Background: an optimization exercise with open tools, aiming at small area and a short achievable clock period. Do not read the settings as production practice.
Function was checked by simulation only, so behaviour that the tests miss may differ from the original.

==> tundra <==
==> flow/design.v (excerpt) <==
module alu_wrap(
    input clk,
    input [31:0] a,
    input [31:0] b,
    input cin,
    input [4:0] card,
    output reg [31:0] f,
    output reg cout,
    output reg zero
    );
==> module add1, before the edit <==
module add1(a, b, cin, sum, cout);
    input a, b, cin;
    output sum, cout;
    assign sum = a ^ b ^ cin;
    assign cout = (a & b) | (a & cin) | (b & cin);
endmodule
==> module add2, before the edit <==
module add2(a, b, cin, sum, cout);
    input [1:0] a, b;
    input cin;
    output [1:0] sum;
    output cout;
    wire carry;
    add1 a1(a[0], b[0], cin, sum[0], carry);
    add1 a2(a[1], b[1], carry, sum[1], cout);
endmodule
==> module add4, before the edit <==
module add4(a, b, cin, sum, cout);
    input [3:0] a, b;
    input cin;
    output [3:0] sum;
    output cout;
    wire carry;
    add2 a1(a[1:0], b[1:0], cin, sum[1:0], carry);
    add2 a2(a[3:2], b[3:2], carry, sum[3:2], cout);
endmodule
==> module add8, before the edit <==
module add8(a, b, cin, sum, cout);
    input [7:0] a, b;
    input cin;
    output [7:0] sum;
    output cout;
    wire carry;
    add4 a1(a[3:0], b[3:0], cin, sum[3:0], carry);
    add4 a2(a[7:4], b[7:4], carry, sum[7:4], cout);
endmodule
==> module add16, before the edit <==
module add16(a, b, cin, sum, cout);
    input [15:0] a, b;
    input cin;
    output [15:0] sum;
    output cout;
    wire carry;
    add8 a1(a[7:0], b[7:0], cin, sum[7:0], carry);
    add8 a2(a[15:8], b[15:8], carry, sum[15:8], cout);
endmodule
==> module add32, before the edit <==
module add32(a, b, cin, sum, cout);
    input [31:0] a, b;
    input cin;
    output [31:0] sum;
    output cout;
    wire carry;
    add16 a1(a[15:0], b[15:0], cin, sum[15:0], carry);
    add16 a2(a[31:16], b[31:16], carry, sum[31:16], cout);
endmodule
==> module sub32, before the edit <==
module sub32(a, b, cin, sum, cout);
    input [31:0] a, b;
    input cin;
    output [31:0] sum;
    output cout;
    wire [31:0] b_n, sum_t, cin_n;
    wire cout1, cout2;
    assign b_n = b ^ {32{1'b1}};
    assign cin_n = {{31{1'b0}}, cin} ^ {32{1'b1}};
    add32 a1(a, b_n, 1'b1, sum_t, cout1);
    add32 a2(sum_t, cin_n, 1'b1, sum, cout2);
    assign cout = cout1 | cout2;
endmodule
==> module multiplex32_16, before the edit <==
module multiplex32_16(in, out, card);
    input [511:0] in;
    input [4:0] card;
    output reg [31:0] out;
    always @(*) begin
        case(card)
            5'b00000: out = in[511:480];
            5'b00001: out = in[479:448];
            5'b00010: out = in[447:416];
            5'b00011: out = in[415:384];
            5'b00100: out = in[383:352];
            5'b00101: out = in[351:320];
            5'b00110: out = in[319:288];
            5'b00111: out = in[287:256];
            5'b01000: out = in[255:224];
            5'b01001: out = in[223:192];
            5'b01010: out = in[191:160];
            5'b01011: out = in[159:128];
            5'b01100: out = in[127:96];
            5'b01101: out = in[95:64];
            5'b01110: out = in[63:32];
            5'b01111: out = in[31:0];
            default: out = {32{1'b0}};
        endcase
    end
endmodule
==> module multiplex1_16, before the edit <==
module multiplex1_16(in, out, card);
    input [15:0] in;
    input [4:0] card;
    output reg out;
    always @(*) begin
        case(card)
            5'b00000: out = in[15];
            5'b00001: out = in[14];
            5'b00010: out = in[13];
            5'b00011: out = in[12];
            5'b00100: out = in[11];
            5'b00101: out = in[10];
            default: out = 1'b0;
        endcase
    end
endmodule
==> module alu, before the edit <==
module alu(a, b, cin, card, f, cout, zero);
    input [31:0] a, b;
    input [4:0] card;
    input cin;
    output [31:0] f;
    output cout;
    output reg zero;
    wire [511:0] f_t;
    wire [15:0] cout_t;
    add32 a1(a, b, 1'b0, f_t[511:480], cout_t[15]);
    add32 a2(a, b, cin, f_t[479:448], cout_t[14]);
    sub32 s3(a, b, 1'b0, f_t[447:416], cout_t[13]);
    sub32 s4(a, b, cin, f_t[415:384], cout_t[12]);
    sub32 s5(b, a, 1'b0, f_t[383:352], cout_t[11]);
    sub32 s6(b, a, cin, f_t[351:320], cout_t[10]);
    assign f_t[319:288] = a;
    assign f_t[287:256] = b;
    assign f_t[255:224] = ~a;
    assign f_t[223:192] = ~b;
    assign f_t[191:160] = a|b;
    assign f_t[159:128] = a&b;
    assign f_t[127:96] = ~(a^b);
    assign f_t[95:64] = a^b;
    assign f_t[63:32] = ~(a&b);
    assign f_t[31:0] = {32{1'b0}};
    multiplex32_16 m32(f_t, f, card);
    multiplex1_16 m1(cout_t, cout, card);
    always @(*) begin
        if(f=={32{1'b0}}) zero = 1;
        else zero = 0;
    end
endmodule
clock: 17.0 ns
lec_check: 0
cap_margin: 20
core_margin: 2
core_utilization: 40
slew_margin: 20
run.sh (not shown) runs the stock make flow with config.mk's settings and CLKGATE_MAP_FILE= SYNTH_SCRIPT=/design/flow/synth_recipe.tcl, a recipe that flattens the netlist after the stock synthesis.
==> garnet: changes against tundra <==
==> flow/design.v (replaced) <==
`timescale 1ns / 1ps
module alu_wrap(
    input clk,
    input [31:0] a,
    input [31:0] b,
    input cin,
    input [4:0] card,
    output reg [31:0] f,
    output reg cout,
    output reg zero
    );
    reg [31:0] a_q, b_q;
    reg cin_q;
    reg [4:0] card_q;
    wire [31:0] f_d;
    wire cout_d, zero_d;
    alu u_alu(a_q, b_q, cin_q, card_q, f_d, cout_d, zero_d);
    always @(posedge clk) begin
        a_q <= a;
        b_q <= b;
        cin_q <= cin;
        card_q <= card;
        f <= f_d;
        cout <= cout_d;
        zero <= zero_d;
    end
endmodule

module alu(a, b, cin, card, f, cout, zero);
    input [31:0] a, b;
    input [4:0] card;
    input cin;
    output [31:0] f;
    output cout;
    output zero;
    wire arith = ~card[4] & ~card[3] & ~(card[2] & card[1]);
    wire swap  = card[2];
    wire sub   = card[2] | card[1];
    wire [31:0] x  = swap ? b : a;
    wire [31:0] y0 = swap ? a : b;
    wire [31:0] y  = sub ? ~y0 : y0;
    wire c = card[0] ? (cin ^ sub) : sub;
    wire [32:0] s = {1'b0, x} + {1'b0, y} + {32'b0, c};
    reg [31:0] l;
    always @(*) begin
        case (card[3:0])
            4'd6:  l = a;
            4'd7:  l = b;
            4'd8:  l = ~a;
            4'd9:  l = ~b;
            4'd10: l = a | b;
            4'd11: l = a & b;
            4'd12: l = ~(a ^ b);
            4'd13: l = a ^ b;
            4'd14: l = ~(a & b);
            default: l = 32'b0;
        endcase
    end
    assign f = arith ? s[31:0] : (card[4] ? 32'b0 : l);
    assign cout = arith & (sub | s[32]);
    assign zero = ~|f;
endmodule
==> results.sh <==
export IMPL_status="timing/DRC/antenna clean"
export IMPL_p_clk_share_pct=25.1
export IMPL_grt_pass1_vias=7745
export IMPL_p_comb_share_pct=38.8
# the run above: garnet

==> results.sh <==
export IMPL_grt_pass1_vias=10150
export IMPL_ir_drop_mv=0.05885
export IMPL_slowest_delay_ps=570
export IMPL_cts_made_buffers=9
export IMPL_ys_seq_area_share_pct=19.70
export IMPL_status="timing/DRC/antenna clean"
export IMPL_p_clk_share_pct=26.8
export IMPL_multi_input_area_um2=7781
# the run above: tundra



==> branch zinc <==
Another version of the RTL of alu_wrap (not shown whole).
Design alu_wrap, start of the top module:
module alu_wrap(
    input clk,
    input [31:0] a,
    input [31:0] b,
    input cin,
    input [4:0] card,
    output reg [31:0] f,
    output reg cout,
    output reg zero
    );
export LEC_CHECK = 0
export ABC_AREA = 1
export CAP_MARGIN = 20
export CORE_MARGIN = 2
export CORE_UTILIZATION = 40
export SLEW_MARGIN = 20
create_clock -name core_clock -period 17.0 [get_ports {clk}]
==> branch delta: changes against branch zinc <==
==> flow/flow/run.sh (new file) <==
#!/bin/bash
# Layout: the standard flow (standard.sh), with two ORFS variables changed:
#  - the port buffers are sky130_fd_sc_hd__buf_1 cells instead of clkdlybuf4s50_1;
#  - timing repair aims at SETUP_SLACK_MARGIN ns of setup slack, so that it sizes the
#    design for a shorter cycle than the 17 ns clock it is signed off at.
# The make output goes to standard.log; each ORFS step logs to orfs/logs/.
set -euo pipefail
export BUFFER_PORTS_ARGS="-buffer_cell sky130_fd_sc_hd__buf_1"
export SETUP_SLACK_MARGIN=12.5
bash standard.sh finish > standard.log 2>&1
==> flow/standard.sh (new file) <==
#!/bin/bash
# synth_recipe.tcl (not shown) runs the flow's synth.tcl, then flattens the netlist and writes it again
# the make line also repeats each setting of config.mk as NAME=value (left out here)
make -C /OpenROAD-flow-scripts/flow DESIGN_CONFIG=/design/flow/config.mk WORK_HOME=/design/flow/orfs CLKGATE_MAP_FILE= SYNTH_SCRIPT=/design/flow/synth_recipe.tcl "${@:-finish}"
removed: flow/run.sh
==> out/metrics.cfg <==
[outcome]
status=timing/DRC/antenna clean

[timing]
finalHoldWorstSlack_ps=595
maxSlewHeadroom_pct=49.3
clock_skew_ps=9.64

[setup_path]
reg2reg_slack_ps=13120
critPathCapture=f[14]

[pwr]
internal_power_mw=0.452

[finish]
n_fill_cell=1250
multi_input_area_share_pct=37.5

[detailed_routing]
dr.pass1.iters=6
wl_met3_um=981
vias=5042

[global_route]
grt_use_met1_pct=22.5

That was branch zinc.
==> out/metrics.cfg <==
[outcome]
status=timing/DRC/antenna clean

[global_route]
grt_use_met1_pct=23.4

[pwr]
seqPwrFrac_pct=45.4
internal_power_mw=0.426

[setup_path]
reg2reg_slack_ps=13130
critPathCapture=f[9]

[finish]
n_fill_cell=1361
final_common_cell=nand2_1
final_cell_count_no_fill=1032

[detailed_routing]
wl_met3_um=618
dr.pass1.iters=5

[timing]
maxSlewHeadroom_pct=47.6
clock_skew_ps=7.57
finalHoldWorstSlack_ps=592

That was branch delta.

==> static timing again, ports no longer ideal <==
The results above use ideal ports. As a check the final layouts listed here were re-extracted and re-timed, cells and wires unchanged. Step 1 (the two cells are an assumption about what drives the block):
set clk [get_ports {clk}]
set_driving_cell -lib_cell sky130_fd_sc_hd__clkbuf_16 $clk
set_driving_cell -lib_cell sky130_fd_sc_hd__buf_2 [delete_from_list [all_inputs] $clk]
Step 2, shift: input delay + t, output delay - t, t = (earliest + latest rising clock arrival at the registers) / 2. This alone moves slack from input paths to output paths. Slacks: ideal ports / drivers / drivers and shift; pairs: ideal ports / drivers.
run	shift t [ns]	setup slack, ns	worst setup path after step 2
tundra	0.404	0.617 / 0.617 / 0.617	register to register
garnet	0.405	11.911 / 11.911 / 11.911	register to register
branch zinc	0.382	12.406 / 12.367 / 12.749	register to output
branch delta	0.386	12.783 / 12.745 / 13.125	register to register
After both steps setup and hold are still met in every run listed.
